This design comes from an exercise in tuning for small area, a short achievable clock period and few clock cycles on the open sky130 flow, not from production work. Function was checked by simulation only, so behaviour that the tests miss may differ from the original. No activity file was given, so power comes from the tool's default toggle rates.

Setup of purple:
==> flow/design.v <==
module huffman(clk, reset, gray_valid, gray_data, CNT_valid, CNT1, CNT2, CNT3, CNT4, CNT5, CNT6,code_valid, HC1, HC2, HC3, HC4, HC5, HC6, M1, M2, M3, M4, M5, M6);
input clk;
input reset;
input gray_valid;
input [7:0] gray_data;
output reg CNT_valid;
output [7:0] CNT1, CNT2, CNT3, CNT4, CNT5, CNT6;
output reg code_valid;
output [7:0] HC1, HC2, HC3, HC4, HC5, HC6;
output [7:0] M1, M2, M3, M4, M5, M6;
integer i;
function lt7;
	input [6:0] a, b;
	reg [6:0] l, g;
	reg l10, g10, l32, g32, l54, g54, l30, g30, l64, g64;
	begin
		l = ~a & b;
		g = a & ~b;
		l10 = l[1] | (~g[1] & l[0]);	g10 = g[1] | (~l[1] & g[0]);
		l32 = l[3] | (~g[3] & l[2]);	g32 = g[3] | (~l[3] & g[2]);
		l54 = l[5] | (~g[5] & l[4]);	g54 = g[5] | (~l[5] & g[4]);
		l30 = l32 | (~g32 & l10);	g30 = g32 | (~l32 & g10);
		l64 = l[6] | (~g[6] & l54);	g64 = g[6] | (~l[6] & g54);
		lt7 = l64 | (~g64 & l30);
	end
endfunction
reg [3:0] st;
reg mv;
reg srt, slast, mrg;
wire img_end = (st == 4'd1) & ~gray_valid;
wire [3:0] st_n = (st == 4'd0) ? {3'd0, gray_valid} :
		(st == 4'd1) ? (gray_valid ? 4'd1 : 4'd2) :
		(st == 4'd12) ? 4'd12 : (mv ? st + 4'd1 : st);
always @(posedge clk or posedge reset)
	if (reset) begin
		st <= 4'd0;
		mv <= 1'b0;
		srt <= 1'b0;
		slast <= 1'b0;
		mrg <= 1'b0;
		CNT_valid <= 1'b0;
		code_valid <= 1'b0;
	end else begin
		st <= st_n;
		mv <= img_end | ((srt | mrg) & (~mv | (st_n == 4'd11)));
		srt <= (st_n >= 4'd2) & (st_n <= 4'd6);
		slast <= (st_n == 4'd6);
		mrg <= (st_n >= 4'd7) & (st_n <= 4'd11);
		CNT_valid <= img_end;
		code_valid <= (st == 4'd11) & mv;
	end
reg [6:0] Q [0:5];
assign CNT1 = {1'b0, Q[5]};
assign CNT2 = {1'b0, Q[0]};
assign CNT3 = {1'b0, Q[1]};
assign CNT4 = {1'b0, Q[2]};
assign CNT5 = {1'b0, Q[3]};
assign CNT6 = {1'b0, Q[4]};
wire [5:1] unsorted = {1'b0, st <= 4'd2, st <= 4'd3, st <= 4'd4, st <= 4'd5};
wire [5:1] lt_c;
genvar g;
generate
	for (g = 1; g < 6; g = g + 1) begin : cmp
		assign lt_c[g] = unsorted[g] | lt7(Q[g], Q[0]);
	end
endgenerate
reg [5:1] lt_r;
always @(posedge clk or posedge reset)
	if (reset)
		lt_r <= 5'd0;
	else
		lt_r <= lt_c;
wire [7:0] lt = {2'b00, lt_r, 1'b1};
wire [6:0] addA = Q[0] + Q[1];
wire [6:0] addB = Q[1] + Q[2];
wire [6:0] S = (addA & {7{~lt[2]}}) | (addB & {7{lt[2]}});
wire [5:0] inc;
assign inc[0] = gray_valid & (gray_data[2:0] == 3'd2);
assign inc[1] = gray_valid & (gray_data[2:0] == 3'd3);
assign inc[2] = gray_valid & (gray_data[2:0] == 3'd4);
assign inc[3] = gray_valid & (gray_data[2:0] == 3'd5);
assign inc[4] = gray_valid & (gray_data[2:0] == 3'd6);
assign inc[5] = gray_valid & (gray_data[2:0] == 3'd1);
wire sm = mv & srt & ~slast;
wire mm = mv & (slast | mrg);
reg [6:0] Qn [0:5];
reg [6:0] Qc [0:5];
reg selB, selC, selD;
always @(*) begin
	for (i = 0; i < 6; i = i + 1)
		Qc[i] = inc[i] ? Q[i] + 7'd1 : Q[i];
	selB = sm & lt[1];
	Qn[0] = (Qc[0] & {7{~(selB | mm)}}) | (Q[1] & {7{selB}}) | (S & {7{mm}});
	for (i = 1; i < 5; i = i + 1) begin
		selB = (sm & lt[i+1]) | (mm & ~lt[i+2] & ~lt[i+1]);
		selC = mm & lt[i+2];
		selD = (sm & ~lt[i+1] & lt[i]) | (mm & ~lt[i+2] & lt[i+1]);
		Qn[i] = (Qc[i] & {7{~(selB | selC | selD)}}) | (Q[(i+1)%6] & {7{selB}})
			| (Q[(i+2)%6] & {7{selC}}) | (Q[0] & {7{selD}});
	end
	selD = sm & lt[5];
	Qn[5] = (Qc[5] & {7{~(selD | mm)}}) | (Q[0] & {7{selD}}) | {7{mm}};
end
always @(posedge clk or posedge reset)
	if (reset) begin
		for (i = 0; i < 6; i = i + 1)
			Q[i] <= 7'd0;
	end else begin
		for (i = 0; i < 6; i = i + 1)
			Q[i] <= Qn[i];
	end
wire [2:0] ins = {lt[4], lt[2] & ~lt[4], (lt[1] & ~lt[2]) | (lt[3] & ~lt[4]) | lt[5]};
function [2:0] place;
	input [2:0] m;
	place = (m == 3'd0) ? 3'd0 : (m == 3'd1) ? 3'd5 : m - 3'd1;
endfunction
reg [2:0] nv [0:7];
always @(*) begin
	if (mm) begin
		nv[0] = place(ins);
		for (i = 1; i < 5; i = i + 1)
			nv[i] = lt[i] ? place(i - 1) : place(i);
		nv[5] = slast ? (lt[5] ? place(4) : place(5)) : place(ins);
	end else begin
		nv[0] = ins;
		for (i = 1; i < 6; i = i + 1)
			nv[i] = lt[i] ? i - 1 : i;
	end
	nv[6] = 3'd0;
	nv[7] = 3'd0;
end
reg [2:0] P [0:5];
reg [4:0] T [0:5];
reg [4:0] H [0:5];
always @(posedge clk or posedge reset)
	if (reset) begin
		P[0] <= 3'd5;
		for (i = 1; i < 6; i = i + 1)
			P[i] <= i - 1;
		for (i = 0; i < 6; i = i + 1) begin
			T[i] <= 5'd0;
			H[i] <= 5'd0;
		end
	end else begin
		for (i = 0; i < 6; i = i + 1) begin
			if (mv)
				P[i] <= nv[P[i]];
			if (mv & mrg & ((P[i] == 3'd0) | (P[i] == 3'd5))) begin
				T[i] <= {T[i][3:0], 1'b1};
				if (P[i] == 3'd0)
					H[i] <= H[i] | ({T[i][3:0], 1'b1} & ~T[i]);
			end
		end
	end
assign HC1 = {3'b0, H[0]};	assign M1 = {3'b0, T[0][4:1], 1'b1};
assign HC2 = {3'b0, H[1]};	assign M2 = {3'b0, T[1][4:1], 1'b1};
assign HC3 = {3'b0, H[2]};	assign M3 = {3'b0, T[2][4:1], 1'b1};
assign HC4 = {3'b0, H[3]};	assign M4 = {3'b0, T[3][4:1], 1'b1};
assign HC5 = {3'b0, H[4]};	assign M5 = {3'b0, T[4][4:1], 1'b1};
assign HC6 = {3'b0, H[5]};	assign M6 = {3'b0, T[5][4:1], 1'b1};
endmodule
clock: 5.0 ns
lec_check: 0
cap_margin: 20
core_margin: 2
core_utilization: 40
setup_slack_margin: 3.0
slew_margin: 20
standard.sh (not shown) runs the stock make flow with config.mk's settings and CLKGATE_MAP_FILE= SYNTH_SCRIPT=/design/flow/synth_recipe.tcl, a recipe that flattens the netlist after the stock synthesis.
==> flow/flow/run.sh <==
#!/bin/bash
# Own flow: the standard synthesis and layout (standard.sh), with the
# port buffers made of the smallest plain buffer cell. The make output goes
# to layout.log here.
set -euo pipefail
bash standard.sh BUFFER_PORTS_ARGS="-buffer_cell sky130_fd_sc_hd__buf_1" finish > "$PWD/layout.log" 2>&1
purple: PASS, flow complete, no timing, DRC or antenna violations
Testbench counts of purple, summed over its fixed seeds: cycles 47,600.
The following lists how green was set up differently from purple:
--- a/flow/design.v
+++ b/flow/design.v
@@ -88,7 +88,7 @@
 reg selB, selC, selD;
 always @(*) begin
 	for (i = 0; i < 6; i = i + 1)
-		Qc[i] = inc[i] ? Q[i] + 7'd1 : Q[i];
+		Qc[i] = Q[i] + {6'd0, inc[i]};
 	selB = sm & lt[1];
 	Qn[0] = (Qc[0] & {7{~(selB | mm)}}) | (Q[1] & {7{selB}}) | (S & {7{mm}});
 	for (i = 1; i < 5; i = i + 1) begin
--- outcome ---
green: flow completed, timing, DRC and antenna clean. Re layout overhead on the synthesized area: purple was lower than green. When the final numbers for green and purple were put side by side, the multi-input gate share of the layout cell area turned out to be greater in purple. Worst setup slack (green over purple): increase, 0.047 ns. Relative to purple, synthesized cell count decreased by about 6% in green. Against purple, cell count after placement in green fell by a few percent. The final reports for green and purple show fmax higher in the former. In the final reports, the cell area of green is larger than that of purple. Diff purple -> green: sum of internal, switching and leakage power shows an increase of 3.5%; global-route usage shows an increase of 0.38 points. In green, the adder and majority cell fraction of the synthesized area came out 0.84 points above the value in purple. green vs purple: total number of tap cells down slightly.
Testbench counts of green, summed over its fixed seeds: cycles 47,600.

-- afterwards: timing with drivers on the ports --
In the flow no input, the clock included, has a driving cell. The finished layouts below were timed again as built, in two steps.
Step 1 assumes that a clkbuf_16 drives the clock port and a buf_2 every other input.
Step 2 adds t to the input delays and takes it off the output delays; t is the mean of the earliest and latest rising clock arrival at the registers after step 1. Input paths then give back, and output paths get back, about the clock's delay inside the block.
Slacks: no drivers / after step 1 / after step 2; pairs: no drivers / after step 1.
run | t (ns) | slack for setup (ns) | worst slew at a driven data input, ns | cell pins on the clock port's net
purple | 0.469 | 2.850 / 2.850 / 2.562 | 0.05 | 1
green | 0.461 | 2.897 / 2.857 / 2.465 | 0.07 | 1
After both steps every run listed still meets setup and hold. For green, which loses most, drivers alone change the setup slack by -0.040 ns; drivers and shift together by -0.432 ns.
